What follows belongs to an exercise in optimizing a design on an open flow for small area and a short achievable clock period; a production flow would make more cautious choices. Function was not checked in any run shown here: the RTL went through the layout flow alone.

[design/flow/config.mk]
export PLATFORM = sky130hd
export DESIGN_NAME = MAC
export DESIGN_NICKNAME = MAC
export VERILOG_FILES = /design/flow/design.v
export SDC_FILE = /design/flow/constraint.sdc
export NUM_CORES = 4
export LEC_CHECK = 0
export CAP_MARGIN = 20
export CORE_MARGIN = 2
export CORE_UTILIZATION = 40
export SLEW_MARGIN = 20
export SYNTH_HIERARCHICAL = 1
export SYNTH_MINIMUM_KEEP_SIZE = 0
[design/flow/constraint.sdc]
create_clock -name core_clock -period 19.0 [get_ports {clk}]
set_input_delay 3.8000 -clock core_clock [delete_from_list [all_inputs] [get_ports {clk}]]
set_output_delay 3.8000 -clock core_clock [all_outputs]
set_load 0.01 [all_outputs]
[design/flow/design.v]
module FA(A,B,C,sum, carry);
	input A,B,C;
	output sum,carry;
	assign sum = A^B^C;
	assign carry = (A&B) | (B&C) | (C&A);
endmodule
module HA(A,B,sum, carry);
	input A,B;
	output sum,carry;
	assign sum = A^B;
	assign carry = A&B;
endmodule
module MAC(A,B,out,clk,reset);
	input [15:0] A,B;
	input clk,reset;
	output [35:0] out;
	reg [35:0] acc;
	wire [35:0] nxt;
	always @(posedge clk or posedge reset)
	begin
		if(reset)
			acc <= 36'd0;
		else
			acc <= nxt;
	end
	assign out = acc;
	wire [255:0] pp;
	genvar gi;
	generate for (gi = 0; gi < 16; gi = gi + 1) begin : ppg
		assign pp[16*gi+15:16*gi] = A & {16{B[gi]}};
	end endgenerate
	wire [255:0] ppn = ~pp;
	wire i1;
	wire hs2;
	wire hc3;
	wire i4;
	wire fs5;
	wire fc6;
	wire i7;
	wire hs8;
	wire hc9;
	wire i10;
	wire fs11;
	wire fc12;
	wire fs13;
	wire fc14;
	wire i15;
	wire hs16;
	wire hc17;
	wire i18;
	wire fs19;
	wire fc20;
	wire fs21;
	wire fc22;
	wire fs23;
	wire fc24;
	wire i25;
	wire hs26;
	wire hc27;
	wire i28;
	wire fs29;
	wire fc30;
	wire fs31;
	wire fc32;
	wire fs33;
	wire fc34;
	wire fs35;
	wire fc36;
	wire i37;
	wire hs38;
	wire hc39;
	wire i40;
	wire fs41;
	wire fc42;
	wire fs43;
	wire fc44;
	wire fs45;
	wire fc46;
	wire fs47;
	wire fc48;
	wire fs49;
	wire fc50;
	wire i51;
	wire hs52;
	wire hc53;
	wire i54;
	wire fs55;
	wire fc56;
	wire fs57;
	wire fc58;
	wire fs59;
	wire fc60;
	wire fs61;
	wire fc62;
	wire fs63;
	wire fc64;
	wire fs65;
	wire fc66;
	wire i67;
	wire hs68;
	wire hc69;
	wire i70;
	wire fs71;
	wire fc72;
	wire fs73;
	wire fc74;
	wire fs75;
	wire fc76;
	wire fs77;
	wire fc78;
	wire fs79;
	wire fc80;
	wire fs81;
	wire fc82;
	wire fs83;
	wire fc84;
	wire i85;
	wire hs86;
	wire hc87;
	wire i88;
	wire fs89;
	wire fc90;
	wire fs91;
	wire fc92;
	wire fs93;
	wire fc94;
	wire fs95;
	wire fc96;
	wire fs97;
	wire fc98;
	wire fs99;
	wire fc100;
	wire fs101;
	wire fc102;
	wire fs103;
	wire fc104;
	wire hs105;
	wire hc106;
	wire i107;
	wire fs108;
	wire fc109;
	wire fs110;
	wire fc111;
	wire fs112;
	wire fc113;
	wire fs114;
	wire fc115;
	wire fs116;
	wire fc117;
	wire fs118;
	wire fc119;
	wire fs120;
	wire fc121;
	wire fs122;
	wire fc123;
	wire fs124;
	wire fc125;
	wire hs126;
	wire hc127;
	wire i128;
	wire fs129;
	wire fc130;
	wire fs131;
	wire fc132;
	wire fs133;
	wire fc134;
	wire fs135;
	wire fc136;
	wire fs137;
	wire fc138;
	wire fs139;
	wire fc140;
	wire fs141;
	wire fc142;
	wire fs143;
	wire fc144;
	wire fs145;
	wire fc146;
	wire fs147;
	wire fc148;
	wire hs149;
	wire hc150;
	wire i151;
	wire fs152;
	wire fc153;
	wire fs154;
	wire fc155;
	wire fs156;
	wire fc157;
	wire fs158;
	wire fc159;
	wire fs160;
	wire fc161;
	wire fs162;
	wire fc163;
	wire fs164;
	wire fc165;
	wire fs166;
	wire fc167;
	wire fs168;
	wire fc169;
	wire fs170;
	wire fc171;
	wire fs172;
	wire fc173;
	wire hs174;
	wire hc175;
	wire i176;
	wire fs177;
	wire fc178;
	wire fs179;
	wire fc180;
	wire fs181;
	wire fc182;
	wire fs183;
	wire fc184;
	wire fs185;
	wire fc186;
	wire fs187;
	wire fc188;
	wire fs189;
	wire fc190;
	wire fs191;
	wire fc192;
	wire fs193;
	wire fc194;
	wire fs195;
	wire fc196;
	wire fs197;
	wire fc198;
	wire fs199;
	wire fc200;
	wire hs201;
	wire hc202;
	wire i203;
	wire fs204;
	wire fc205;
	wire fs206;
	wire fc207;
	wire fs208;
	wire fc209;
	wire fs210;
	wire fc211;
	wire fs212;
	wire fc213;
	wire fs214;
	wire fc215;
	wire fs216;
	wire fc217;
	wire fs218;
	wire fc219;
	wire fs220;
	wire fc221;
	wire fs222;
	wire fc223;
	wire fs224;
	wire fc225;
	wire fs226;
	wire fc227;
	wire fs228;
	wire fc229;
	wire hs230;
	wire hc231;
	wire i232;
	wire fs233;
	wire fc234;
	wire fs235;
	wire fc236;
	wire fs237;
	wire fc238;
	wire fs239;
	wire fc240;
	wire fs241;
	wire fc242;
	wire fs243;
	wire fc244;
	wire fs245;
	wire fc246;
	wire fs247;
	wire fc248;
	wire fs249;
	wire fc250;
	wire fs251;
	wire fc252;
	wire fs253;
	wire fc254;
	wire fs255;
	wire fc256;
	wire fs257;
	wire fc258;
	wire fs259;
	wire fc260;
	wire hs261;
	wire hc262;
	wire i263;
	wire fs264;
	wire fc265;
	wire fs266;
	wire fc267;
	wire fs268;
	wire fc269;
	wire fs270;
	wire fc271;
	wire fs272;
	wire fc273;
	wire fs274;
	wire fc275;
	wire fs276;
	wire fc277;
	wire fs278;
	wire fc279;
	wire fs280;
	wire fc281;
	wire fs282;
	wire fc283;
	wire fs284;
	wire fc285;
	wire fs286;
	wire fc287;
	wire fs288;
	wire fc289;
	wire fs290;
	wire fc291;
	wire hs292;
	wire hc293;
	wire i294;
	wire fs295;
	wire fc296;
	wire fs297;
	wire fc298;
	wire fs299;
	wire fc300;
	wire fs301;
	wire fc302;
	wire fs303;
	wire fc304;
	wire fs305;
	wire fc306;
	wire fs307;
	wire fc308;
	wire fs309;
	wire fc310;
	wire fs311;
	wire fc312;
	wire fs313;
	wire fc314;
	wire fs315;
	wire fc316;
	wire fs317;
	wire fc318;
	wire fs319;
	wire fc320;
	wire fs321;
	wire fc322;
	wire i323;
	wire fs324;
	wire fc325;
	wire fs326;
	wire fc327;
	wire fs328;
	wire fc329;
	wire fs330;
	wire fc331;
	wire fs332;
	wire fc333;
	wire fs334;
	wire fc335;
	wire fs336;
	wire fc337;
	wire fs338;
	wire fc339;
	wire fs340;
	wire fc341;
	wire fs342;
	wire fc343;
	wire fs344;
	wire fc345;
	wire fs346;
	wire fc347;
	wire fs348;
	wire fc349;
	wire i350;
	wire fs351;
	wire fc352;
	wire fs353;
	wire fc354;
	wire fs355;
	wire fc356;
	wire fs357;
	wire fc358;
	wire fs359;
	wire fc360;
	wire fs361;
	wire fc362;
	wire fs363;
	wire fc364;
	wire fs365;
	wire fc366;
	wire fs367;
	wire fc368;
	wire fs369;
	wire fc370;
	wire fs371;
	wire fc372;
	wire fs373;
	wire fc374;
	wire i375;
	wire fs376;
	wire fc377;
	wire fs378;
	wire fc379;
	wire fs380;
	wire fc381;
	wire fs382;
	wire fc383;
	wire fs384;
	wire fc385;
	wire fs386;
	wire fc387;
	wire fs388;
	wire fc389;
	wire fs390;
	wire fc391;
	wire fs392;
	wire fc393;
	wire fs394;
	wire fc395;
	wire fs396;
	wire fc397;
	wire i398;
	wire fs399;
	wire fc400;
	wire fs401;
	wire fc402;
	wire fs403;
	wire fc404;
	wire fs405;
	wire fc406;
	wire fs407;
	wire fc408;
	wire fs409;
	wire fc410;
	wire fs411;
	wire fc412;
	wire fs413;
	wire fc414;
	wire fs415;
	wire fc416;
	wire fs417;
	wire fc418;
	wire i419;
	wire fs420;
	wire fc421;
	wire fs422;
	wire fc423;
	wire fs424;
	wire fc425;
	wire fs426;
	wire fc427;
	wire fs428;
	wire fc429;
	wire fs430;
	wire fc431;
	wire fs432;
	wire fc433;
	wire fs434;
	wire fc435;
	wire fs436;
	wire fc437;
	wire i438;
	wire fs439;
	wire fc440;
	wire fs441;
	wire fc442;
	wire fs443;
	wire fc444;
	wire fs445;
	wire fc446;
	wire fs447;
	wire fc448;
	wire fs449;
	wire fc450;
	wire fs451;
	wire fc452;
	wire fs453;
	wire fc454;
	wire i455;
	wire fs456;
	wire fc457;
	wire fs458;
	wire fc459;
	wire fs460;
	wire fc461;
	wire fs462;
	wire fc463;
	wire fs464;
	wire fc465;
	wire fs466;
	wire fc467;
	wire fs468;
	wire fc469;
	wire i470;
	wire fs471;
	wire fc472;
	wire fs473;
	wire fc474;
	wire fs475;
	wire fc476;
	wire fs477;
	wire fc478;
	wire fs479;
	wire fc480;
	wire fs481;
	wire fc482;
	wire i483;
	wire fs484;
	wire fc485;
	wire fs486;
	wire fc487;
	wire fs488;
	wire fc489;
	wire fs490;
	wire fc491;
	wire fs492;
	wire fc493;
	wire i494;
	wire fs495;
	wire fc496;
	wire fs497;
	wire fc498;
	wire fs499;
	wire fc500;
	wire fs501;
	wire fc502;
	wire i503;
	wire fs504;
	wire fc505;
	wire fs506;
	wire fc507;
	wire fs508;
	wire fc509;
	wire i510;
	wire fs511;
	wire fc512;
	wire fs513;
	wire fc514;
	wire i515;
	wire fs516;
	wire fc517;
	wire i518;
	wire i519;
	wire i520;
	wire i521;
	wire i522;
	wire i523;
	wire i524;
	wire i525;
	wire i526;
	wire i527;
	wire i528;
	wire i529;
	wire i530;
	wire i531;
	wire i532;
	wire g0_0;
	wire p0_0;
	wire g0_1;
	wire p0_1;
	wire g0_2;
	wire p0_2;
	wire g0_3;
	wire p0_3;
	wire g0_4;
	wire p0_4;
	wire g0_5;
	wire p0_5;
	wire g0_6;
	wire p0_6;
	wire g0_7;
	wire p0_7;
	wire g0_8;
	wire p0_8;
	wire g0_9;
	wire p0_9;
	wire g0_10;
	wire p0_10;
	wire g0_11;
	wire p0_11;
	wire g0_12;
	wire p0_12;
	wire g0_13;
	wire p0_13;
	wire g0_14;
	wire p0_14;
	wire g0_15;
	wire p0_15;
	wire g0_16;
	wire p0_16;
	wire g0_17;
	wire p0_17;
	wire g0_18;
	wire p0_18;
	wire g0_19;
	wire p0_19;
	wire g0_20;
	wire p0_20;
	wire g0_21;
	wire p0_21;
	wire g0_22;
	wire p0_22;
	wire g0_23;
	wire p0_23;
	wire g0_24;
	wire p0_24;
	wire g0_25;
	wire p0_25;
	wire g0_26;
	wire p0_26;
	wire g0_27;
	wire p0_27;
	wire g0_28;
	wire p0_28;
	wire g0_29;
	wire p0_29;
	wire g0_30;
	wire p0_30;
	wire g0_31;
	wire p0_31;
	wire g0_32;
	wire p0_32;
	wire g0_33;
	wire p0_33;
	wire g0_34;
	wire p0_34;
	wire g0_35;
	wire p0_35;
	wire g0c;
	wire G533;
	wire P533;
	wire G534;
	wire P534;
	wire G535;
	wire P535;
	wire G536;
	wire P536;
	wire G537;
	wire P537;
	wire G538;
	wire P538;
	wire G539;
	wire P539;
	wire G540;
	wire P540;
	wire G541;
	wire P541;
	wire G542;
	wire P542;
	wire G543;
	wire P543;
	wire G544;
	wire P544;
	wire G545;
	wire P545;
	wire G546;
	wire P546;
	wire G547;
	wire P547;
	wire G548;
	wire P548;
	wire G549;
	wire P549;
	wire G550;
	wire P550;
	wire G551;
	wire P551;
	wire G552;
	wire P552;
	wire G553;
	wire P553;
	wire G554;
	wire P554;
	wire G555;
	wire P555;
	wire G556;
	wire P556;
	wire G557;
	wire P557;
	wire G558;
	wire P558;
	wire G559;
	wire P559;
	wire G560;
	wire P560;
	wire G561;
	wire P561;
	wire G562;
	wire P562;
	wire G563;
	wire P563;
	wire G564;
	wire P564;
	wire G565;
	wire P565;
	wire G566;
	wire P566;
	wire G567;
	wire P567;
	wire G568;
	wire P568;
	wire G569;
	wire P569;
	wire G570;
	wire P570;
	wire G571;
	wire P571;
	wire G572;
	wire P572;
	wire G573;
	wire P573;
	wire G574;
	wire P574;
	wire G575;
	wire P575;
	wire G576;
	wire P576;
	wire G577;
	wire P577;
	wire G578;
	wire P578;
	wire G579;
	wire P579;
	wire G580;
	wire P580;
	wire G581;
	wire P581;
	wire G582;
	wire P582;
	wire G583;
	wire P583;
	wire G584;
	wire P584;
	wire G585;
	wire P585;
	wire G586;
	wire P586;
	wire G587;
	wire P587;
	wire G588;
	wire P588;
	wire G589;
	wire P589;
	wire G590;
	wire P590;
	wire G591;
	wire P591;
	wire G592;
	wire P592;
	wire G593;
	wire P593;
	wire G594;
	wire P594;
	wire G595;
	wire P595;
	wire G596;
	wire P596;
	wire G597;
	wire P597;
	wire G598;
	wire P598;
	wire G599;
	wire P599;
	wire G600;
	wire P600;
	wire G601;
	wire P601;
	wire G602;
	wire P602;
	wire G603;
	wire P603;
	wire G604;
	wire P604;
	wire G605;
	wire P605;
	wire G606;
	wire P606;
	assign i1 = ~ppn[1];
	HA h3(acc[1], i1, hs2, hc3);
	assign i4 = ~acc[2];
	FA f6(i4, ppn[2], ppn[17], fs5, fc6);
	assign i7 = ~ppn[32];
	HA h9(i7, hc3, hs8, hc9);
	assign i10 = ~acc[3];
	FA f12(i10, ppn[3], ppn[18], fs11, fc12);
	FA f14(ppn[33], ppn[48], fc6, fs13, fc14);
	assign i15 = ~fs11;
	HA h17(i15, hc9, hs16, hc17);
	assign i18 = ~acc[4];
	FA f20(i18, ppn[4], ppn[19], fs19, fc20);
	FA f22(ppn[34], ppn[49], ppn[64], fs21, fc22);
	FA f24(fc12, fs19, fs21, fs23, fc24);
	assign i25 = ~fc14;
	HA h27(hc17, i25, hs26, hc27);
	assign i28 = ~acc[5];
	FA f30(i28, ppn[5], ppn[20], fs29, fc30);
	FA f32(ppn[35], ppn[50], ppn[65], fs31, fc32);
	FA f34(ppn[80], fc20, fc22, fs33, fc34);
	FA f36(fs29, fs31, fc24, fs35, fc36);
	assign i37 = ~fs33;
	HA h39(i37, hc27, hs38, hc39);
	assign i40 = ~acc[6];
	FA f42(i40, ppn[6], ppn[21], fs41, fc42);
	FA f44(ppn[36], ppn[51], ppn[66], fs43, fc44);
	FA f46(ppn[81], ppn[96], fc30, fs45, fc46);
	FA f48(fc32, fs41, fs43, fs47, fc48);
	FA f50(fc34, fs45, fs47, fs49, fc50);
	assign i51 = ~fc36;
	HA h53(i51, hc39, hs52, hc53);
	assign i54 = ~acc[7];
	FA f56(i54, ppn[7], ppn[22], fs55, fc56);
	FA f58(ppn[37], ppn[52], ppn[67], fs57, fc58);
	FA f60(ppn[82], ppn[97], ppn[112], fs59, fc60);
	FA f62(fc42, fc44, fs55, fs61, fc62);
	FA f64(fs57, fs59, fc46, fs63, fc64);
	FA f66(fc48, fs61, fs63, fs65, fc66);
	assign i67 = ~fc50;
	HA h69(i67, hc53, hs68, hc69);
	assign i70 = ~acc[8];
	FA f72(i70, ppn[8], ppn[23], fs71, fc72);
	FA f74(ppn[38], ppn[53], ppn[68], fs73, fc74);
	FA f76(ppn[83], ppn[98], ppn[113], fs75, fc76);
	FA f78(ppn[128], fc56, fc58, fs77, fc78);
	FA f80(fc60, fs71, fs73, fs79, fc80);
	FA f82(fs75, fc62, fs77, fs81, fc82);
	FA f84(fs79, fc64, fs81, fs83, fc84);
	assign i85 = ~fc66;
	HA h87(i85, hc69, hs86, hc87);
	assign i88 = ~acc[9];
	FA f90(i88, ppn[9], ppn[24], fs89, fc90);
	FA f92(ppn[39], ppn[54], ppn[69], fs91, fc92);
	FA f94(ppn[84], ppn[99], ppn[114], fs93, fc94);
	FA f96(ppn[129], ppn[144], fc72, fs95, fc96);
	FA f98(fc74, fc76, fs89, fs97, fc98);
	FA f100(fs91, fs93, fc78, fs99, fc100);
	FA f102(fc80, fs95, fs97, fs101, fc102);
	FA f104(fc82, fs99, fs101, fs103, fc104);
	FA h106(fc84, fs103, 1'b1, hs105, hc106);
	assign i107 = ~acc[10];
	FA f109(i107, ppn[10], ppn[25], fs108, fc109);
	FA f111(ppn[40], ppn[55], ppn[70], fs110, fc111);
	FA f113(ppn[85], ppn[100], ppn[115], fs112, fc113);
	FA f115(ppn[130], ppn[145], ppn[160], fs114, fc115);
	FA f117(fc90, fc92, fc94, fs116, fc117);
	FA f119(fs108, fs110, fs112, fs118, fc119);
	FA f121(fs114, fc96, fc98, fs120, fc121);
	FA f123(fs116, fs118, fc100, fs122, fc123);
	FA f125(fc102, fs120, fs122, fs124, fc125);
	FA h127(fc104, fs124, 1'b1, hs126, hc127);
	assign i128 = ~acc[11];
	FA f130(i128, ppn[11], ppn[26], fs129, fc130);
	FA f132(ppn[41], ppn[56], ppn[71], fs131, fc132);
	FA f134(ppn[86], ppn[101], ppn[116], fs133, fc134);
	FA f136(ppn[131], ppn[146], ppn[161], fs135, fc136);
	FA f138(ppn[176], fc109, fc111, fs137, fc138);
	FA f140(fc113, fc115, fs129, fs139, fc140);
	FA f142(fs131, fs133, fs135, fs141, fc142);
	FA f144(fc117, fc119, fs137, fs143, fc144);
	FA f146(fs139, fs141, fc121, fs145, fc146);
	FA f148(fs143, fc123, fs145, fs147, fc148);
	FA h150(fc125, fs147, 1'b1, hs149, hc150);
	assign i151 = ~acc[12];
	FA f153(i151, ppn[12], ppn[27], fs152, fc153);
	FA f155(ppn[42], ppn[57], ppn[72], fs154, fc155);
	FA f157(ppn[87], ppn[102], ppn[117], fs156, fc157);
	FA f159(ppn[132], ppn[147], ppn[162], fs158, fc159);
	FA f161(ppn[177], ppn[192], fc130, fs160, fc161);
	FA f163(fc132, fc134, fc136, fs162, fc163);
	FA f165(fs152, fs154, fs156, fs164, fc165);
	FA f167(fs158, fc138, fc140, fs166, fc167);
	FA f169(fc142, fs160, fs162, fs168, fc169);
	FA f171(fs164, fc144, fs166, fs170, fc171);
	FA f173(fs168, fc146, fs170, fs172, fc173);
	FA h175(fc148, fs172, 1'b1, hs174, hc175);
	assign i176 = ~acc[13];
	FA f178(i176, ppn[13], ppn[28], fs177, fc178);
	FA f180(ppn[43], ppn[58], ppn[73], fs179, fc180);
	FA f182(ppn[88], ppn[103], ppn[118], fs181, fc182);
	FA f184(ppn[133], ppn[148], ppn[163], fs183, fc184);
	FA f186(ppn[178], ppn[193], ppn[208], fs185, fc186);
	FA f188(fc153, fc155, fc157, fs187, fc188);
	FA f190(fc159, fs177, fs179, fs189, fc190);
	FA f192(fs181, fs183, fs185, fs191, fc192);
	FA f194(fc161, fc163, fc165, fs193, fc194);
	FA f196(fs187, fs189, fs191, fs195, fc196);
	FA f198(fc167, fc169, fs193, fs197, fc198);
	FA f200(fs195, fc171, fs197, fs199, fc200);
	FA h202(fc173, fs199, 1'b1, hs201, hc202);
	assign i203 = ~acc[14];
	FA f205(i203, ppn[14], ppn[29], fs204, fc205);
	FA f207(ppn[44], ppn[59], ppn[74], fs206, fc207);
	FA f209(ppn[89], ppn[104], ppn[119], fs208, fc209);
	FA f211(ppn[134], ppn[149], ppn[164], fs210, fc211);
	FA f213(ppn[179], ppn[194], ppn[209], fs212, fc213);
	FA f215(ppn[224], fc178, fc180, fs214, fc215);
	FA f217(fc182, fc184, fc186, fs216, fc217);
	FA f219(fs204, fs206, fs208, fs218, fc219);
	FA f221(fs210, fs212, fc188, fs220, fc221);
	FA f223(fc190, fc192, fs214, fs222, fc223);
	FA f225(fs216, fs218, fc194, fs224, fc225);
	FA f227(fs220, fc196, fs222, fs226, fc227);
	FA f229(fc198, fs224, fs226, fs228, fc229);
	FA h231(fc200, fs228, 1'b1, hs230, hc231);
	assign i232 = ~acc[15];
	FA f234(i232, ppn[15], ppn[30], fs233, fc234);
	FA f236(ppn[45], ppn[60], ppn[75], fs235, fc236);
	FA f238(ppn[90], ppn[105], ppn[120], fs237, fc238);
	FA f240(ppn[135], ppn[150], ppn[165], fs239, fc240);
	FA f242(ppn[180], ppn[195], ppn[210], fs241, fc242);
	FA f244(ppn[225], ppn[240], fc205, fs243, fc244);
	FA f246(fc207, fc209, fc211, fs245, fc246);
	FA f248(fc213, fs233, fs235, fs247, fc248);
	FA f250(fs237, fs239, fs241, fs249, fc250);
	FA f252(fc215, fc217, fc219, fs251, fc252);
	FA f254(fs243, fs245, fs247, fs253, fc254);
	FA f256(fs249, fc221, fc223, fs255, fc256);
	FA f258(fs251, fs253, fc225, fs257, fc258);
	FA f260(fc227, fs255, fs257, fs259, fc260);
	FA h262(fc229, fs259, 1'b1, hs261, hc262);
	assign i263 = ~acc[16];
	FA f265(i263, ppn[31], ppn[46], fs264, fc265);
	FA f267(ppn[61], ppn[76], ppn[91], fs266, fc267);
	FA f269(ppn[106], ppn[121], ppn[136], fs268, fc269);
	FA f271(ppn[151], ppn[166], ppn[181], fs270, fc271);
	FA f273(ppn[196], ppn[211], ppn[226], fs272, fc273);
	FA f275(ppn[241], fc234, fc236, fs274, fc275);
	FA f277(fc238, fc240, fc242, fs276, fc277);
	FA f279(fs264, fs266, fs268, fs278, fc279);
	FA f281(fs270, fs272, fc244, fs280, fc281);
	FA f283(fc246, fc248, fc250, fs282, fc283);
	FA f285(fs274, fs276, fs278, fs284, fc285);
	FA f287(fc252, fs280, fc254, fs286, fc287);
	FA f289(fs282, fs284, fc256, fs288, fc289);
	FA f291(fs286, fc258, fs288, fs290, fc291);
	FA h293(fc260, fs290, 1'b1, hs292, hc293);
	assign i294 = ~acc[17];
	FA f296(i294, ppn[47], ppn[62], fs295, fc296);
	FA f298(ppn[77], ppn[92], ppn[107], fs297, fc298);
	FA f300(ppn[122], ppn[137], ppn[152], fs299, fc300);
	FA f302(ppn[167], ppn[182], ppn[197], fs301, fc302);
	FA f304(ppn[212], ppn[227], ppn[242], fs303, fc304);
	FA f306(fc265, fc267, fc269, fs305, fc306);
	FA f308(fc271, fc273, fs295, fs307, fc308);
	FA f310(fs297, fs299, fs301, fs309, fc310);
	FA f312(fs303, fc275, fc277, fs311, fc312);
	FA f314(fc279, fs305, fs307, fs313, fc314);
	FA f316(fs309, fc281, fc283, fs315, fc316);
	FA f318(fs311, fc285, fs313, fs317, fc318);
	FA f320(fc287, fs315, fs317, fs319, fc320);
	FA f322(fc289, fs319, fc291, fs321, fc322);
	assign i323 = ~acc[18];
	FA f325(i323, ppn[63], ppn[78], fs324, fc325);
	FA f327(ppn[93], ppn[108], ppn[123], fs326, fc327);
	FA f329(ppn[138], ppn[153], ppn[168], fs328, fc329);
	FA f331(ppn[183], ppn[198], ppn[213], fs330, fc331);
	FA f333(ppn[228], ppn[243], fc296, fs332, fc333);
	FA f335(fc298, fc300, fc302, fs334, fc335);
	FA f337(fc304, fs324, fs326, fs336, fc337);
	FA f339(fs328, fs330, fc306, fs338, fc339);
	FA f341(fc308, fc310, fs332, fs340, fc341);
	FA f343(fs334, fs336, fc312, fs342, fc343);
	FA f345(fs338, fc314, fs340, fs344, fc345);
	FA f347(fc316, fs342, fc318, fs346, fc347);
	FA f349(fs344, fc320, fs346, fs348, fc349);
	assign i350 = ~acc[19];
	FA f352(i350, ppn[79], ppn[94], fs351, fc352);
	FA f354(ppn[109], ppn[124], ppn[139], fs353, fc354);
	FA f356(ppn[154], ppn[169], ppn[184], fs355, fc356);
	FA f358(ppn[199], ppn[214], ppn[229], fs357, fc358);
	FA f360(ppn[244], fc325, fc327, fs359, fc360);
	FA f362(fc329, fc331, fs351, fs361, fc362);
	FA f364(fs353, fs355, fs357, fs363, fc364);
	FA f366(fc333, fc335, fc337, fs365, fc366);
	FA f368(fs359, fs361, fs363, fs367, fc368);
	FA f370(fc339, fc341, fs365, fs369, fc370);
	FA f372(fs367, fc343, fc345, fs371, fc372);
	FA f374(fs369, fc347, fs371, fs373, fc374);
	assign i375 = ~acc[20];
	FA f377(i375, ppn[95], ppn[110], fs376, fc377);
	FA f379(ppn[125], ppn[140], ppn[155], fs378, fc379);
	FA f381(ppn[170], ppn[185], ppn[200], fs380, fc381);
	FA f383(ppn[215], ppn[230], ppn[245], fs382, fc383);
	FA f385(fc352, fc354, fc356, fs384, fc385);
	FA f387(fc358, fs376, fs378, fs386, fc387);
	FA f389(fs380, fs382, fc360, fs388, fc389);
	FA f391(fc362, fc364, fs384, fs390, fc391);
	FA f393(fs386, fc366, fs388, fs392, fc393);
	FA f395(fc368, fs390, fc370, fs394, fc395);
	FA f397(fs392, fc372, fs394, fs396, fc397);
	assign i398 = ~acc[21];
	FA f400(i398, ppn[111], ppn[126], fs399, fc400);
	FA f402(ppn[141], ppn[156], ppn[171], fs401, fc402);
	FA f404(ppn[186], ppn[201], ppn[216], fs403, fc404);
	FA f406(ppn[231], ppn[246], fc377, fs405, fc406);
	FA f408(fc379, fc381, fc383, fs407, fc408);
	FA f410(fs399, fs401, fs403, fs409, fc410);
	FA f412(fc385, fc387, fs405, fs411, fc412);
	FA f414(fs407, fs409, fc389, fs413, fc414);
	FA f416(fc391, fs411, fc393, fs415, fc416);
	FA f418(fs413, fc395, fs415, fs417, fc418);
	assign i419 = ~acc[22];
	FA f421(i419, ppn[127], ppn[142], fs420, fc421);
	FA f423(ppn[157], ppn[172], ppn[187], fs422, fc423);
	FA f425(ppn[202], ppn[217], ppn[232], fs424, fc425);
	FA f427(ppn[247], fc400, fc402, fs426, fc427);
	FA f429(fc404, fs420, fs422, fs428, fc429);
	FA f431(fs424, fc406, fc408, fs430, fc431);
	FA f433(fc410, fs426, fs428, fs432, fc433);
	FA f435(fc412, fs430, fs432, fs434, fc435);
	FA f437(fc414, fs434, fc416, fs436, fc437);
	assign i438 = ~acc[23];
	FA f440(i438, ppn[143], ppn[158], fs439, fc440);
	FA f442(ppn[173], ppn[188], ppn[203], fs441, fc442);
	FA f444(ppn[218], ppn[233], ppn[248], fs443, fc444);
	FA f446(fc421, fc423, fc425, fs445, fc446);
	FA f448(fs439, fs441, fs443, fs447, fc448);
	FA f450(fc427, fc429, fs445, fs449, fc450);
	FA f452(fs447, fc431, fc433, fs451, fc452);
	FA f454(fs449, fc435, fs451, fs453, fc454);
	assign i455 = ~acc[24];
	FA f457(i455, ppn[159], ppn[174], fs456, fc457);
	FA f459(ppn[189], ppn[204], ppn[219], fs458, fc459);
	FA f461(ppn[234], ppn[249], fc440, fs460, fc461);
	FA f463(fc442, fc444, fs456, fs462, fc463);
	FA f465(fs458, fc446, fc448, fs464, fc465);
	FA f467(fs460, fs462, fc450, fs466, fc467);
	FA f469(fs464, fc452, fs466, fs468, fc469);
	assign i470 = ~acc[25];
	FA f472(i470, ppn[175], ppn[190], fs471, fc472);
	FA f474(ppn[205], ppn[220], ppn[235], fs473, fc474);
	FA f476(ppn[250], fc457, fc459, fs475, fc476);
	FA f478(fs471, fs473, fc461, fs477, fc478);
	FA f480(fc463, fs475, fc465, fs479, fc480);
	FA f482(fs477, fc467, fs479, fs481, fc482);
	assign i483 = ~acc[26];
	FA f485(i483, ppn[191], ppn[206], fs484, fc485);
	FA f487(ppn[221], ppn[236], ppn[251], fs486, fc487);
	FA f489(fc472, fc474, fs484, fs488, fc489);
	FA f491(fs486, fc476, fs488, fs490, fc491);
	FA f493(fc478, fs490, fc480, fs492, fc493);
	assign i494 = ~acc[27];
	FA f496(i494, ppn[207], ppn[222], fs495, fc496);
	FA f498(ppn[237], ppn[252], fc485, fs497, fc498);
	FA f500(fc487, fs495, fc489, fs499, fc500);
	FA f502(fs497, fc491, fs499, fs501, fc502);
	assign i503 = ~acc[28];
	FA f505(i503, ppn[223], ppn[238], fs504, fc505);
	FA f507(ppn[253], fc496, fs504, fs506, fc507);
	FA f509(fc498, fs506, fc500, fs508, fc509);
	assign i510 = ~acc[29];
	FA f512(i510, ppn[239], ppn[254], fs511, fc512);
	FA f514(fc505, fs511, fc507, fs513, fc514);
	assign i515 = ~acc[30];
	FA f517(i515, ppn[255], fc512, fs516, fc517);
	assign i518 = ~acc[0];
	assign i519 = ~hs2;
	assign i520 = ~hs8;
	assign i521 = ~hs16;
	assign i522 = ~hs26;
	assign i523 = ~hs38;
	assign i524 = ~hs52;
	assign i525 = ~hs68;
	assign i526 = ~hs86;
	assign i527 = ~hc87;
	assign i528 = ~acc[31];
	assign i529 = ~acc[32];
	assign i530 = ~acc[33];
	assign i531 = ~acc[34];
	assign i532 = ~acc[35];
	wire [35:0] r0, r1;
	assign r0[0] = i518;
	assign r1[0] = ppn[0];
	assign r0[1] = ppn[16];
	assign r1[1] = i519;
	assign r0[2] = fs5;
	assign r1[2] = i520;
	assign r0[3] = i521;
	assign r1[3] = fs13;
	assign r0[4] = fs23;
	assign r1[4] = i522;
	assign r0[5] = fs35;
	assign r1[5] = i523;
	assign r0[6] = fs49;
	assign r1[6] = i524;
	assign r0[7] = fs65;
	assign r1[7] = i525;
	assign r0[8] = fs83;
	assign r1[8] = i526;
	assign r0[9] = i527;
	assign r1[9] = hs105;
	assign r0[10] = hc106;
	assign r1[10] = hs126;
	assign r0[11] = hc127;
	assign r1[11] = hs149;
	assign r0[12] = hc150;
	assign r1[12] = hs174;
	assign r0[13] = hc175;
	assign r1[13] = hs201;
	assign r0[14] = hc202;
	assign r1[14] = hs230;
	assign r0[15] = hc231;
	assign r1[15] = hs261;
	assign r0[16] = hc262;
	assign r1[16] = hs292;
	assign r0[17] = hc293;
	assign r1[17] = fs321;
	assign r0[18] = fs348;
	assign r1[18] = fc322;
	assign r0[19] = fc349;
	assign r1[19] = fs373;
	assign r0[20] = fc374;
	assign r1[20] = fs396;
	assign r0[21] = fc397;
	assign r1[21] = fs417;
	assign r0[22] = fc418;
	assign r1[22] = fs436;
	assign r0[23] = fs453;
	assign r1[23] = fc437;
	assign r0[24] = fc454;
	assign r1[24] = fs468;
	assign r0[25] = fc469;
	assign r1[25] = fs481;
	assign r0[26] = fc482;
	assign r1[26] = fs492;
	assign r0[27] = fs501;
	assign r1[27] = fc493;
	assign r0[28] = fc502;
	assign r1[28] = fs508;
	assign r0[29] = fs513;
	assign r1[29] = fc509;
	assign r0[30] = fs516;
	assign r1[30] = fc514;
	assign r0[31] = i528;
	assign r1[31] = fc517;
	assign r0[32] = i529;
	assign r1[32] = 1'b1;
	assign r0[33] = i530;
	assign r1[33] = 1'b1;
	assign r0[34] = i531;
	assign r1[34] = 1'b1;
	assign r0[35] = i532;
	assign r1[35] = 1'b1;
	assign g0_0 = r0[0] & r1[0];
	assign p0_0 = r0[0] ^ r1[0];
	assign g0_1 = r0[1] & r1[1];
	assign p0_1 = r0[1] ^ r1[1];
	assign g0_2 = r0[2] & r1[2];
	assign p0_2 = r0[2] ^ r1[2];
	assign g0_3 = r0[3] & r1[3];
	assign p0_3 = r0[3] ^ r1[3];
	assign g0_4 = r0[4] & r1[4];
	assign p0_4 = r0[4] ^ r1[4];
	assign g0_5 = r0[5] & r1[5];
	assign p0_5 = r0[5] ^ r1[5];
	assign g0_6 = r0[6] & r1[6];
	assign p0_6 = r0[6] ^ r1[6];
	assign g0_7 = r0[7] & r1[7];
	assign p0_7 = r0[7] ^ r1[7];
	assign g0_8 = r0[8] & r1[8];
	assign p0_8 = r0[8] ^ r1[8];
	assign g0_9 = r0[9] & r1[9];
	assign p0_9 = r0[9] ^ r1[9];
	assign g0_10 = r0[10] & r1[10];
	assign p0_10 = r0[10] ^ r1[10];
	assign g0_11 = r0[11] & r1[11];
	assign p0_11 = r0[11] ^ r1[11];
	assign g0_12 = r0[12] & r1[12];
	assign p0_12 = r0[12] ^ r1[12];
	assign g0_13 = r0[13] & r1[13];
	assign p0_13 = r0[13] ^ r1[13];
	assign g0_14 = r0[14] & r1[14];
	assign p0_14 = r0[14] ^ r1[14];
	assign g0_15 = r0[15] & r1[15];
	assign p0_15 = r0[15] ^ r1[15];
	assign g0_16 = r0[16] & r1[16];
	assign p0_16 = r0[16] ^ r1[16];
	assign g0_17 = r0[17] & r1[17];
	assign p0_17 = r0[17] ^ r1[17];
	assign g0_18 = r0[18] & r1[18];
	assign p0_18 = r0[18] ^ r1[18];
	assign g0_19 = r0[19] & r1[19];
	assign p0_19 = r0[19] ^ r1[19];
	assign g0_20 = r0[20] & r1[20];
	assign p0_20 = r0[20] ^ r1[20];
	assign g0_21 = r0[21] & r1[21];
	assign p0_21 = r0[21] ^ r1[21];
	assign g0_22 = r0[22] & r1[22];
	assign p0_22 = r0[22] ^ r1[22];
	assign g0_23 = r0[23] & r1[23];
	assign p0_23 = r0[23] ^ r1[23];
	assign g0_24 = r0[24] & r1[24];
	assign p0_24 = r0[24] ^ r1[24];
	assign g0_25 = r0[25] & r1[25];
	assign p0_25 = r0[25] ^ r1[25];
	assign g0_26 = r0[26] & r1[26];
	assign p0_26 = r0[26] ^ r1[26];
	assign g0_27 = r0[27] & r1[27];
	assign p0_27 = r0[27] ^ r1[27];
	assign g0_28 = r0[28] & r1[28];
	assign p0_28 = r0[28] ^ r1[28];
	assign g0_29 = r0[29] & r1[29];
	assign p0_29 = r0[29] ^ r1[29];
	assign g0_30 = r0[30] & r1[30];
	assign p0_30 = r0[30] ^ r1[30];
	assign g0_31 = r0[31] & r1[31];
	assign p0_31 = r0[31] ^ r1[31];
	assign g0_32 = r0[32] & r1[32];
	assign p0_32 = r0[32] ^ r1[32];
	assign g0_33 = r0[33] & r1[33];
	assign p0_33 = r0[33] ^ r1[33];
	assign g0_34 = r0[34] & r1[34];
	assign p0_34 = r0[34] ^ r1[34];
	assign g0_35 = r0[35] & r1[35];
	assign p0_35 = r0[35] ^ r1[35];
	assign g0c = g0_0 | p0_0;     
	assign G533 = g0_1 | (p0_1 & g0c);
	assign P533 = p0_1 & p0_0;
	assign G534 = g0_2 | (p0_2 & G533);
	assign P534 = p0_2 & P533;
	assign G535 = g0_3 | (p0_3 & G534);
	assign P535 = p0_3 & P534;
	assign G536 = g0_4 | (p0_4 & G535);
	assign P536 = p0_4 & P535;
	assign G537 = g0_5 | (p0_5 & G536);
	assign P537 = p0_5 & P536;
	assign G538 = g0_6 | (p0_6 & G537);
	assign P538 = p0_6 & P537;
	assign G539 = g0_7 | (p0_7 & G538);
	assign P539 = p0_7 & P538;
	assign G540 = g0_8 | (p0_8 & G539);
	assign P540 = p0_8 & P539;
	assign G541 = g0_10 | (p0_10 & g0_9);
	assign P541 = p0_10 & p0_9;
	assign G542 = g0_12 | (p0_12 & g0_11);
	assign P542 = p0_12 & p0_11;
	assign G543 = g0_14 | (p0_14 & g0_13);
	assign P543 = p0_14 & p0_13;
	assign G544 = g0_16 | (p0_16 & g0_15);
	assign P544 = p0_16 & p0_15;
	assign G545 = g0_18 | (p0_18 & g0_17);
	assign P545 = p0_18 & p0_17;
	assign G546 = g0_20 | (p0_20 & g0_19);
	assign P546 = p0_20 & p0_19;
	assign G547 = g0_22 | (p0_22 & g0_21);
	assign P547 = p0_22 & p0_21;
	assign G548 = g0_24 | (p0_24 & g0_23);
	assign P548 = p0_24 & p0_23;
	assign G549 = g0_26 | (p0_26 & g0_25);
	assign P549 = p0_26 & p0_25;
	assign G550 = g0_28 | (p0_28 & g0_27);
	assign P550 = p0_28 & p0_27;
	assign G551 = g0_30 | (p0_30 & g0_29);
	assign P551 = p0_30 & p0_29;
	assign G552 = g0_32 | (p0_32 & g0_31);
	assign P552 = p0_32 & p0_31;
	assign G553 = g0_34 | (p0_34 & g0_33);
	assign P553 = p0_34 & p0_33;
	assign G554 = g0_9 | (p0_9 & G540);
	assign P554 = p0_9 & P540;
	assign G555 = G541 | (P541 & G540);
	assign P555 = P541 & P540;
	assign G556 = g0_13 | (p0_13 & G542);
	assign P556 = p0_13 & P542;
	assign G557 = G543 | (P543 & G542);
	assign P557 = P543 & P542;
	assign G558 = g0_17 | (p0_17 & G544);
	assign P558 = p0_17 & P544;
	assign G559 = G545 | (P545 & G544);
	assign P559 = P545 & P544;
	assign G560 = g0_21 | (p0_21 & G546);
	assign P560 = p0_21 & P546;
	assign G561 = G547 | (P547 & G546);
	assign P561 = P547 & P546;
	assign G562 = g0_25 | (p0_25 & G548);
	assign P562 = p0_25 & P548;
	assign G563 = G549 | (P549 & G548);
	assign P563 = P549 & P548;
	assign G564 = g0_29 | (p0_29 & G550);
	assign P564 = p0_29 & P550;
	assign G565 = G551 | (P551 & G550);
	assign P565 = P551 & P550;
	assign G566 = g0_33 | (p0_33 & G552);
	assign P566 = p0_33 & P552;
	assign G567 = G553 | (P553 & G552);
	assign P567 = P553 & P552;
	assign G568 = g0_11 | (p0_11 & G555);
	assign P568 = p0_11 & P555;
	assign G569 = G542 | (P542 & G555);
	assign P569 = P542 & P555;
	assign G570 = G556 | (P556 & G555);
	assign P570 = P556 & P555;
	assign G571 = G557 | (P557 & G555);
	assign P571 = P557 & P555;
	assign G572 = g0_19 | (p0_19 & G559);
	assign P572 = p0_19 & P559;
	assign G573 = G546 | (P546 & G559);
	assign P573 = P546 & P559;
	assign G574 = G560 | (P560 & G559);
	assign P574 = P560 & P559;
	assign G575 = G561 | (P561 & G559);
	assign P575 = P561 & P559;
	assign G576 = g0_27 | (p0_27 & G563);
	assign P576 = p0_27 & P563;
	assign G577 = G550 | (P550 & G563);
	assign P577 = P550 & P563;
	assign G578 = G564 | (P564 & G563);
	assign P578 = P564 & P563;
	assign G579 = G565 | (P565 & G563);
	assign P579 = P565 & P563;
	assign G580 = g0_35 | (p0_35 & G567);
	assign P580 = p0_35 & P567;
	assign G581 = g0_15 | (p0_15 & G571);
	assign P581 = p0_15 & P571;
	assign G582 = G544 | (P544 & G571);
	assign P582 = P544 & P571;
	assign G583 = G558 | (P558 & G571);
	assign P583 = P558 & P571;
	assign G584 = G559 | (P559 & G571);
	assign P584 = P559 & P571;
	assign G585 = G572 | (P572 & G571);
	assign P585 = P572 & P571;
	assign G586 = G573 | (P573 & G571);
	assign P586 = P573 & P571;
	assign G587 = G574 | (P574 & G571);
	assign P587 = P574 & P571;
	assign G588 = G575 | (P575 & G571);
	assign P588 = P575 & P571;
	assign G589 = g0_31 | (p0_31 & G579);
	assign P589 = p0_31 & P579;
	assign G590 = G552 | (P552 & G579);
	assign P590 = P552 & P579;
	assign G591 = G566 | (P566 & G579);
	assign P591 = P566 & P579;
	assign G592 = G567 | (P567 & G579);
	assign P592 = P567 & P579;
	assign G593 = G580 | (P580 & G579);
	assign P593 = P580 & P579;
	assign G594 = g0_23 | (p0_23 & G588);
	assign P594 = p0_23 & P588;
	assign G595 = G548 | (P548 & G588);
	assign P595 = P548 & P588;
	assign G596 = G562 | (P562 & G588);
	assign P596 = P562 & P588;
	assign G597 = G563 | (P563 & G588);
	assign P597 = P563 & P588;
	assign G598 = G576 | (P576 & G588);
	assign P598 = P576 & P588;
	assign G599 = G577 | (P577 & G588);
	assign P599 = P577 & P588;
	assign G600 = G578 | (P578 & G588);
	assign P600 = P578 & P588;
	assign G601 = G579 | (P579 & G588);
	assign P601 = P579 & P588;
	assign G602 = G589 | (P589 & G588);
	assign P602 = P589 & P588;
	assign G603 = G590 | (P590 & G588);
	assign P603 = P590 & P588;
	assign G604 = G591 | (P591 & G588);
	assign P604 = P591 & P588;
	assign G605 = G592 | (P592 & G588);
	assign P605 = P592 & P588;
	assign G606 = G593 | (P593 & G588);
	assign P606 = P593 & P588;
	assign nxt[0] = p0_0;
	assign nxt[1] = ~(p0_1 ^ g0c);
	assign nxt[2] = ~(p0_2 ^ G533);
	assign nxt[3] = ~(p0_3 ^ G534);
	assign nxt[4] = ~(p0_4 ^ G535);
	assign nxt[5] = ~(p0_5 ^ G536);
	assign nxt[6] = ~(p0_6 ^ G537);
	assign nxt[7] = ~(p0_7 ^ G538);
	assign nxt[8] = ~(p0_8 ^ G539);
	assign nxt[9] = ~(p0_9 ^ G540);
	assign nxt[10] = ~(p0_10 ^ G554);
	assign nxt[11] = ~(p0_11 ^ G555);
	assign nxt[12] = ~(p0_12 ^ G568);
	assign nxt[13] = ~(p0_13 ^ G569);
	assign nxt[14] = ~(p0_14 ^ G570);
	assign nxt[15] = ~(p0_15 ^ G571);
	assign nxt[16] = ~(p0_16 ^ G581);
	assign nxt[17] = ~(p0_17 ^ G582);
	assign nxt[18] = ~(p0_18 ^ G583);
	assign nxt[19] = ~(p0_19 ^ G584);
	assign nxt[20] = ~(p0_20 ^ G585);
	assign nxt[21] = ~(p0_21 ^ G586);
	assign nxt[22] = ~(p0_22 ^ G587);
	assign nxt[23] = ~(p0_23 ^ G588);
	assign nxt[24] = ~(p0_24 ^ G594);
	assign nxt[25] = ~(p0_25 ^ G595);
	assign nxt[26] = ~(p0_26 ^ G596);
	assign nxt[27] = ~(p0_27 ^ G597);
	assign nxt[28] = ~(p0_28 ^ G598);
	assign nxt[29] = ~(p0_29 ^ G599);
	assign nxt[30] = ~(p0_30 ^ G600);
	assign nxt[31] = ~(p0_31 ^ G601);
	assign nxt[32] = ~(p0_32 ^ G602);
	assign nxt[33] = ~(p0_33 ^ G603);
	assign nxt[34] = ~(p0_34 ^ G604);
	assign nxt[35] = ~(p0_35 ^ G605);
endmodule
[design/flow/flow/run.sh]
#!/bin/bash
# The standard layout (standard synthesis, floorplan, place, CTS, route), with repair_timing
# asked for a larger setup slack than 0 so that it keeps shortening the critical path.
# Each tool's full output is also kept by ORFS under orfs/logs/.
set -euo pipefail
MARGIN=$(cat flow/setup_margin.txt)
bash standard.sh SETUP_SLACK_MARGIN=$MARGIN finish > make_finish.log 2>&1
[design/flow/flow/setup_margin.txt]
10
[design/flow/standard.sh]
#!/bin/bash
# synth_recipe.tcl (not shown) runs the flow's synth.tcl, then flattens the netlist and writes it again
# the make line also repeats each setting of config.mk as NAME=value (left out here)
make -C /OpenROAD-flow-scripts/flow DESIGN_CONFIG=/design/flow/config.mk WORK_HOME=/design/flow/orfs CLKGATE_MAP_FILE= SYNTH_SCRIPT=/design/flow/synth_recipe.tcl "${@:-finish}"
==> impl_metrics.yaml, run 1 <==
job:
  cap_violations: 0
setup_path:
  r2r-start: "acc[13]"
  required_ps: 19190
  r2r_end: "acc[24]"
  cp_cell_sequence: "clkbuf_4 > nand2_1 > fa_1 > fa_1 > fa_1 > fa_1 > fa_1 > fa_2 > fa_1 > ha_4 > nand2_2 > a2111oi_4 > o21ai_4 > and2_2 > fa_1 > xor2_1"
  crit_fanout: 16
  critical-path-slowest-cell: "fa_2"
  slowest_delay_ps: 540
  r2r_slack_ps: 13570
  crit_top_cell: "fa_1"
  critPathTopFamily: "adder cells"
  arrival_ps: 9060
  critPathKind: "input pin to flop"
  reg2reg_depth: 15
  endpoint_kind: "flop"
  path_buf_inv: 1
  start_kind: "input pin"
die:
  dieArea_um2: 22360
  rows: 53
  die_w_um: 149.5
  die_h_um: 149.5
  core_um2: 20890
  initial_utilization_pct: 40.56
  io_pins: 70
timing:
  finalHoldViolCount: 0
  max_freq_ghz: 0.1128
  period_share_pct: 46.66
  fin_tns_setup_ps: 0
  tightest_slew_ps: 549.2
  rsz0062_at_grt: "no"
  slew_viol_final: 0
  setup-violations-final: 0
  fin_worst_skew_ps: 14.77
  fin_crit_ps: 8865
  setup_ws_ps: 10140
  maxSlewHeadroom_pct: 63.38
synth:
  ys_seq_area_share_pct: 10.63
  avgSynthCellArea_um2: 10.39
  synth_cell_types: 47
  syn_area_um2: 8472
  synthArstFlopShare_pct: 100.0
  synth_enable_flop_cells: 0
  synthFlopType: "dfrtp_1"
  synthCells: 815
  ys_warn_count: 7
  synth-seq-cells: 36
cts:
  h-tree-depth: 2
  cts_root_buffer: "clkbuf_16"
  ctsHoldBuffers: 0
  clk_latency_ps: 310
  cts_buffers: 5
  clock_path_buffers: 2
  clk_pin_slew_worst_paths_ps: 80
  numClockSinks: 36
  cts_tree: "done"
place:
  place_hpwl_mm: 17.58
  placed_cells: 1107
  routabilityCongestion: 0.8584
  portBuffers: 69
  dp_slack_ps: 8863
hold_path:
  hold_class: "flop to flop"
  hold_start: "acc[35]"
  min_delay_path_depth: 1
  hold_end: "acc[35]"
grt:
  grt_pass1_vias: 6588
  overflow: 0
  grt_pass1_wl_mm: 36.00
  grt_use_total_pct: 21.55
  grt_max_degree: 37
  antenna_found_initial: 0
drt:
  ant_nets: 0
  avgViaCountPerCell: 5.254
  wl_per_cell_um: 20.10
  drcViolationCount: 0
  drt_iter0_markers: 458
  dr.pass1.iters: 5
  wl_mm: 22.76
  vias: 5948
outcome:
  outcome: "timing/DRC/antenna clean"
finish:
  largest_reg_flops: 36
  final_cell_mix: "nand2_1 (259), fa_1 (236), inv_1 (66), clkdlybuf4s50_1 (38), dfrtp_1 (36)"
  syn_to_final_growth_pct: 15.63
  final_common_cell: "nand2_1"
  nets: 1166
  antenna_cells: 0
  final_cells: 1132
  top_regs: "acc (36)"
  drive_gt1_share_pct: 11.32
  largest-register: "acc"
  fillers: 1989
==> Yosys cell counts, types with 2 or more instances <==
cell | n | area (µm²)
xnor2_1 | 6 | 52.55
a211oi_2 | 2 | 25.02
o21ai_0 | 7 | 35.03
fa_1 | 244 | 4885
a21o_1 | 3 | 22.52
mux2i_1 | 2 | 20.02
xor2_1 | 13 | 113.9
nand2b_1 | 4 | 25.02
nor2_1 | 9 | 33.78
o21ai_1 | 2 | 10.01
buf_1 | 7 | 26.28
nand3_1 | 5 | 25.02
or2_2 | 2 | 12.51
ha_1 | 32 | 400.4
inv_1 | 67 | 251.5
a21oi_1 | 13 | 65.06
dfrtp_1 | 36 | 900.9
nand3b_1 | 4 | 30.03
nor3_1 | 5 | 25.02
and2_1 | 6 | 37.54
o2111ai_1 | 2 | 17.52
o211ai_1 | 2 | 15.01
clkbuf_1 | 53 | 198.9
nand2_1 | 262 | 983.4
buf_4 | 4 | 30.03
a311o_1 | 2 | 20.02
==> cells by family after synthesis <==
group           after synthesis  share of synthesized area, %
flops                        36                         10.63
fa+ha+maj                   276                         62.38
other cells                   1                       0.04426
mux                           2                        0.2363
compound gates               44                         3.988
xor+xnor                     19                         1.964
simple gates                306                         14.77
buf+inv                     131                         5.981
==> area by class of cell <==
type	count	area [µm²]	area share, %
clock buffer	5	125.1	1.277
inverter	67	251.5	2.567
sequential	36	900.9	9.197
timing repair buffer	91	848.3	8.660
tap	275	344.1	3.513
clock inverter	3	42.54	0.4343
multi-input combinational	655	7283	74.35
==> metrics by stage <==
stage / cell area [µm²] / hold WS, ps / utilization, %
final: 9796 / 483.4 / 46.89
after global routing: 9796 / 500.4 / 46.89
after CTS: 9718 / 482.2 / 46.52
after detailed placement: 9344 / 461.5 / 44.73
after global placement: 9344 / 473.9 / 44.73
after floorplan: 8662 / 442.8 / -
==> routing by layer <==
| metal | vias up | track usage (%) | wire [µm] |
|---|---|---|---|
| li1 | 2520 | - | - |
| met1 | 3159 | 29.02 | 9012 |
| met2 | 224 | 35.83 | 11620 |
| met3 | 45 | 3.384 | 1403 |
| met4 | 0 | 7.143 | 719 |
| met5 | - | 0 | 0 |
==> repair_timing <==
| action | in CTS | in global routing |
|---|---|---|
| setup endpoints to repair | 22 | 20 |
| gates resized for setup | 126 | 85 |
| hold endpoints to repair | 0 | 0 |
| pin swaps | 7 | 10 |
| cloned | 0 | 1 |
| setup buffers | 14 | 2 |
==> Yosys stat by module, one instance, submodules excluded <==
module | area (µm²) | flops+latches | cells inside | copies in the design
MAC | 3727 | 36 | 575 | 1
HA | 12.51 | 0 | 1 | 8
FA | 20.02 | 0 | 1 | 232
==> how the worst max path moves through the flow <==
| stage | start | end | slack (ps) | depth (start not counted) |
|---|---|---|---|---|
| after floorplan | B[2] | acc[24] | 10040 | 16 |
| after global routing | A[10] | acc[24] | 10000 | 16 |
| after global placement | B[5] | acc[27] | 8910 | 16 |
| after CTS | A[1] | acc[24] | 10000 | 17 |
| final | A[10] | acc[24] | 10140 | 16 |
| after detailed placement | B[5] | acc[24] | 8860 | 16 |
==> run 2: changes to the inputs <==
==> design/flow/flow/run.sh (replaced) <==
#!/bin/bash
# The standard layout (standard synthesis, floorplan, place, CTS, route) with two changes:
# repair_timing is asked for a larger setup slack than 0 (flow/setup_margin.txt) so that it
# keeps shortening the critical path, and the port buffers that every input and output gets
# are sky130_fd_sc_hd__buf_1 (flow/port_buffer.txt) instead of the delay cell buffer_ports
# picks by default; repair_timing then sizes the ones on critical paths.
# Make's full output goes to make_finish.log; each tool's own log is under orfs/logs/.
set -euo pipefail
MARGIN=$(cat flow/setup_margin.txt)
PBUF=$(cat flow/port_buffer.txt)
bash standard.sh SETUP_SLACK_MARGIN=$MARGIN "BUFFER_PORTS_ARGS=-buffer_cell $PBUF" finish > make_finish.log 2>&1
==> design/flow/flow/port_buffer.txt (new file) <==
sky130_fd_sc_hd__buf_1
--- a/design/flow/config.mk
+++ b/design/flow/config.mk
@@ -7,7 +7,7 @@
 export LEC_CHECK = 0
 export CAP_MARGIN = 20
 export CORE_MARGIN = 2
-export CORE_UTILIZATION = 40
+export CORE_UTILIZATION = 65
 export SLEW_MARGIN = 20
 export SYNTH_HIERARCHICAL = 1
 export SYNTH_MINIMUM_KEEP_SIZE = 0
==> run 2 against run 1 <==
  * Still clean on timing, DRC and antenna
  * Sequential cell count unchanged
  * Clock-buffer cell count increased by 2
  * Final cell count shrank 11%
  * Non-clock buffer count is 15 lower
  * Area after synthesis unchanged
  * Critical path type unchanged
  * Largest cell class unchanged
==> impl_metrics.yaml, run 2 <==
setup_path:
  critPathKind: "input pin to flop"
  required_ps: 19170
  arrival_ps: 9170
  start_kind: "input pin"
  endpoint_kind: "flop"
  r2r_slack_ps: 13410
  crit_fanout: 16
grt:
  grt_pass1_vias: 6897
  antenna_found_initial: 0
  grt_use_total_pct: 35.13
  overflow: 0
  grt_max_degree: 37
  grt_pass1_wl_mm: 37.02
synth:
  synthXorXnorAreaFrac_pct: 1.964
  synthFlopType: "dfrtp_1"
  synth_cell_types: 47
  synth_simple_gate_area_share_pct: 14.77
  ys_warn_count: 7
  synthAdderAreaFrac_pct: 62.38
  avgSynthCellArea_um2: 10.39
  synth_top_area_share_pct: 57.66
  yosysMostFrequentCell: "nand2_1"
  synth_top_area_cell: "fa_1"
  synth_enable_flop_cells: 0
  synth-seq-cells: 36
  synth_area_leaders: "fa_1 (58%), nand2_1 (12%), dfrtp_1 (11%), ha_1 (4.7%), inv_1 (3.0%)"
  synth-compound-area-share_pct: 3.988
  synthCells: 815
  synth.top_cells.by_count: "nand2_1 (262), fa_1 (244), inv_1 (67)"
  syn_area_um2: 8472
  synthMuxAreaShare_pct: 0.2363
  synth_top_family_by_area: "adder cells"
  ys_seq_area_share_pct: 10.63
  synthArstFlopShare_pct: 100.0
timing:
  rsz0062_at_grt: "yes"
  period_share_pct: 47.35
  setup-violations-final: 0
  fin_tns_setup_ps: 0
  slew_viol_final: 0
  maxSlewHeadroom_pct: 63.94
  fin_worst_skew_ps: 8.425
  fin_crit_ps: 8996
  max_freq_ghz: 0.1112
  tightest_slew_ps: 540.9
  finalHoldViolCount: 0
drt:
  drcViolationCount: 0
  ant_nets: 0
  wl_mm: 21.97
  dr.pass1.iters: 6
  wl_per_cell_um: 21.69
  vias: 6025
  drt_iter0_markers: 644
  avgViaCountPerCell: 5.948
cts:
  cts_root_buffer: "clkbuf_16"
  cts_tree: "done"
  clk_latency_ps: 300
  h-tree-depth: 2
  numClockSinks: 36
  clock_path_buffers: 2
  clk_pin_slew_worst_paths_ps: 60
  cts_buffers: 5
place:
  routabilityCongestion: 0.9355
  portBuffers: 69
  place_hpwl_mm: 17.66
die:
  core_um2: 12670
  die_h_um: 118.2
  initial_utilization_pct: 66.86
  io_pins: 70
  die_w_um: 118.2
  dieArea_um2: 13960
  rows: 41
hold_path:
  hold_class: "flop to flop"
finish:
  largest-register: "acc"
  nets: 1151
  top_regs: "acc (36)"
  largest_reg_flops: 36
  antenna_cells: 0
  syn_to_final_growth_pct: 7.990
  final_cell_mix: "nand2_1 (262), fa_1 (240), inv_1 (67), buf_1 (40), dfrtp_1 (36)"
  drive_gt1_share_pct: 7.491
  final_common_cell: "nand2_1"
job:
  cap_violations: 0
outcome:
  outcome: "timing/DRC/antenna clean"
-- run 2: layout make-up --
| cell class | count | area (µm²) |
|---|---|---|
| fill | 980 | 3522 |
| multi-input combinational | 655 | 7153 |
| sequential | 36 | 900.9 |
| inverter | 67 | 251.5 |
| timing repair buffer | 76 | 475.5 |
| clock buffer | 7 | 152.6 |
| tap | 172 | 215.2 |
-- run 2: metal layers --
layer | wire length [µm] | global-route usage, % | vias up | part of all wire, %
met1 | 8067 | 46.68 | 3097 | 37
met3 | 2016 | 7.963 | 62 | 9.2
li1 | - | - | 2499 | -
met4 | 576 | 11.45 | 0 | 2.6
met5 | 0 | 0 | - | 0
met2 | 11310 | 58.13 | 367 | 51
-- run 2: critical path, stage by stage --
cell       delay (ps)
buf_4             210
nand2_1           120
fa_1              500
fa_1              460
fa_1              410
fa_1              400
fa_1              470
fa_1              520
fa_2              460
ha_4              310
nand2_1           130
a2111oi_4         420
o21ai_2           170
and2_2            240
fa_1              370
xor2_1            170
-- run 2: final timing paths --
| path | start | cells after the start | to |
|---|---|---|---|
| max reg2reg | acc[13] | 15 | acc[24] |
| max | A[7] | 16 | acc[24] |
| min in group asynchronous | reset | 3 | acc[17] |
| max in group asynchronous | reset | 3 | acc[10] |
| min reg2reg | acc[35] | 1 | acc[35] |
| min | acc[35] | 1 | acc[35] |
-- run 2: cell families after synthesis --
family,after synthesis
AOI/OAI and AO/OA,44
adders and majority gates,276
and+or+nand+nor,306
other,1
xor gates and xnor gates,19
muxes,2
DFF,36
buffers and inverters,131
-- run 2: per-stage QoR --
stage	instance area, µm²	setup WS, ps	hold slack, ps	instances	util (%)
3_5_place_dp	8776	9032	474.0	1003	69.26
6_report	9149	10000	476.4	1013	72.20
3_3_place_gp	8776	9132	456.2	1003	69.26
5_1_grt	9149	9894	493.0	1013	72.20
2_1_floorplan	8662	10040	442.8	822	-
4_1_cts	9099	10020	485.7	1012	71.81
-- run 2: timing repair --
action | CTS | global route
setup endpoints to repair | 21 | 16
hold buffers | 0 | 0
gates resized for setup | 109 | 16
buffers inserted | 2 | 1
cloned | 0 | 0
pin swaps | 1 | 2
-- run 2: Yosys stat by module, one instance, submodules excluded --
module / cells inside / flip-flops and latches
MAC: 575 / 36
FA: 1 / 0
HA: 1 / 0

static timing again, ports no longer ideal:
The flow's constraints put no driver on any port. The routed layouts listed below were extracted and timed again, unchanged, in two steps.
Step 1 sets driving cells, clkbuf_16 on the clock port and buf_2 on the other inputs (assumed; they add their load-dependent delay and slew).
Step 2 times the ports against the registers' clock, not the clock port: input delays grow and output delays shrink by t, the midpoint of the rising clock arrivals with the driver on.
a / b / c = ideal / step 1 / step 2; a / b = the first two.
run	t (ns)	setup slack, ns	clock arrival spread, ns	worst data-port slew with drivers (ns)
run 1	0.347	10.135 / 10.147 / 9.800	0.015 / 0.014	0.06
run 2	0.341	10.004 / 10.003 / 9.662	0.008 / 0.009	0.05
After both steps setup and hold are still met in every run listed. The setup slack of run 2, which loses most, moves by -0.001 ns with the drivers and by -0.342 ns with both steps.
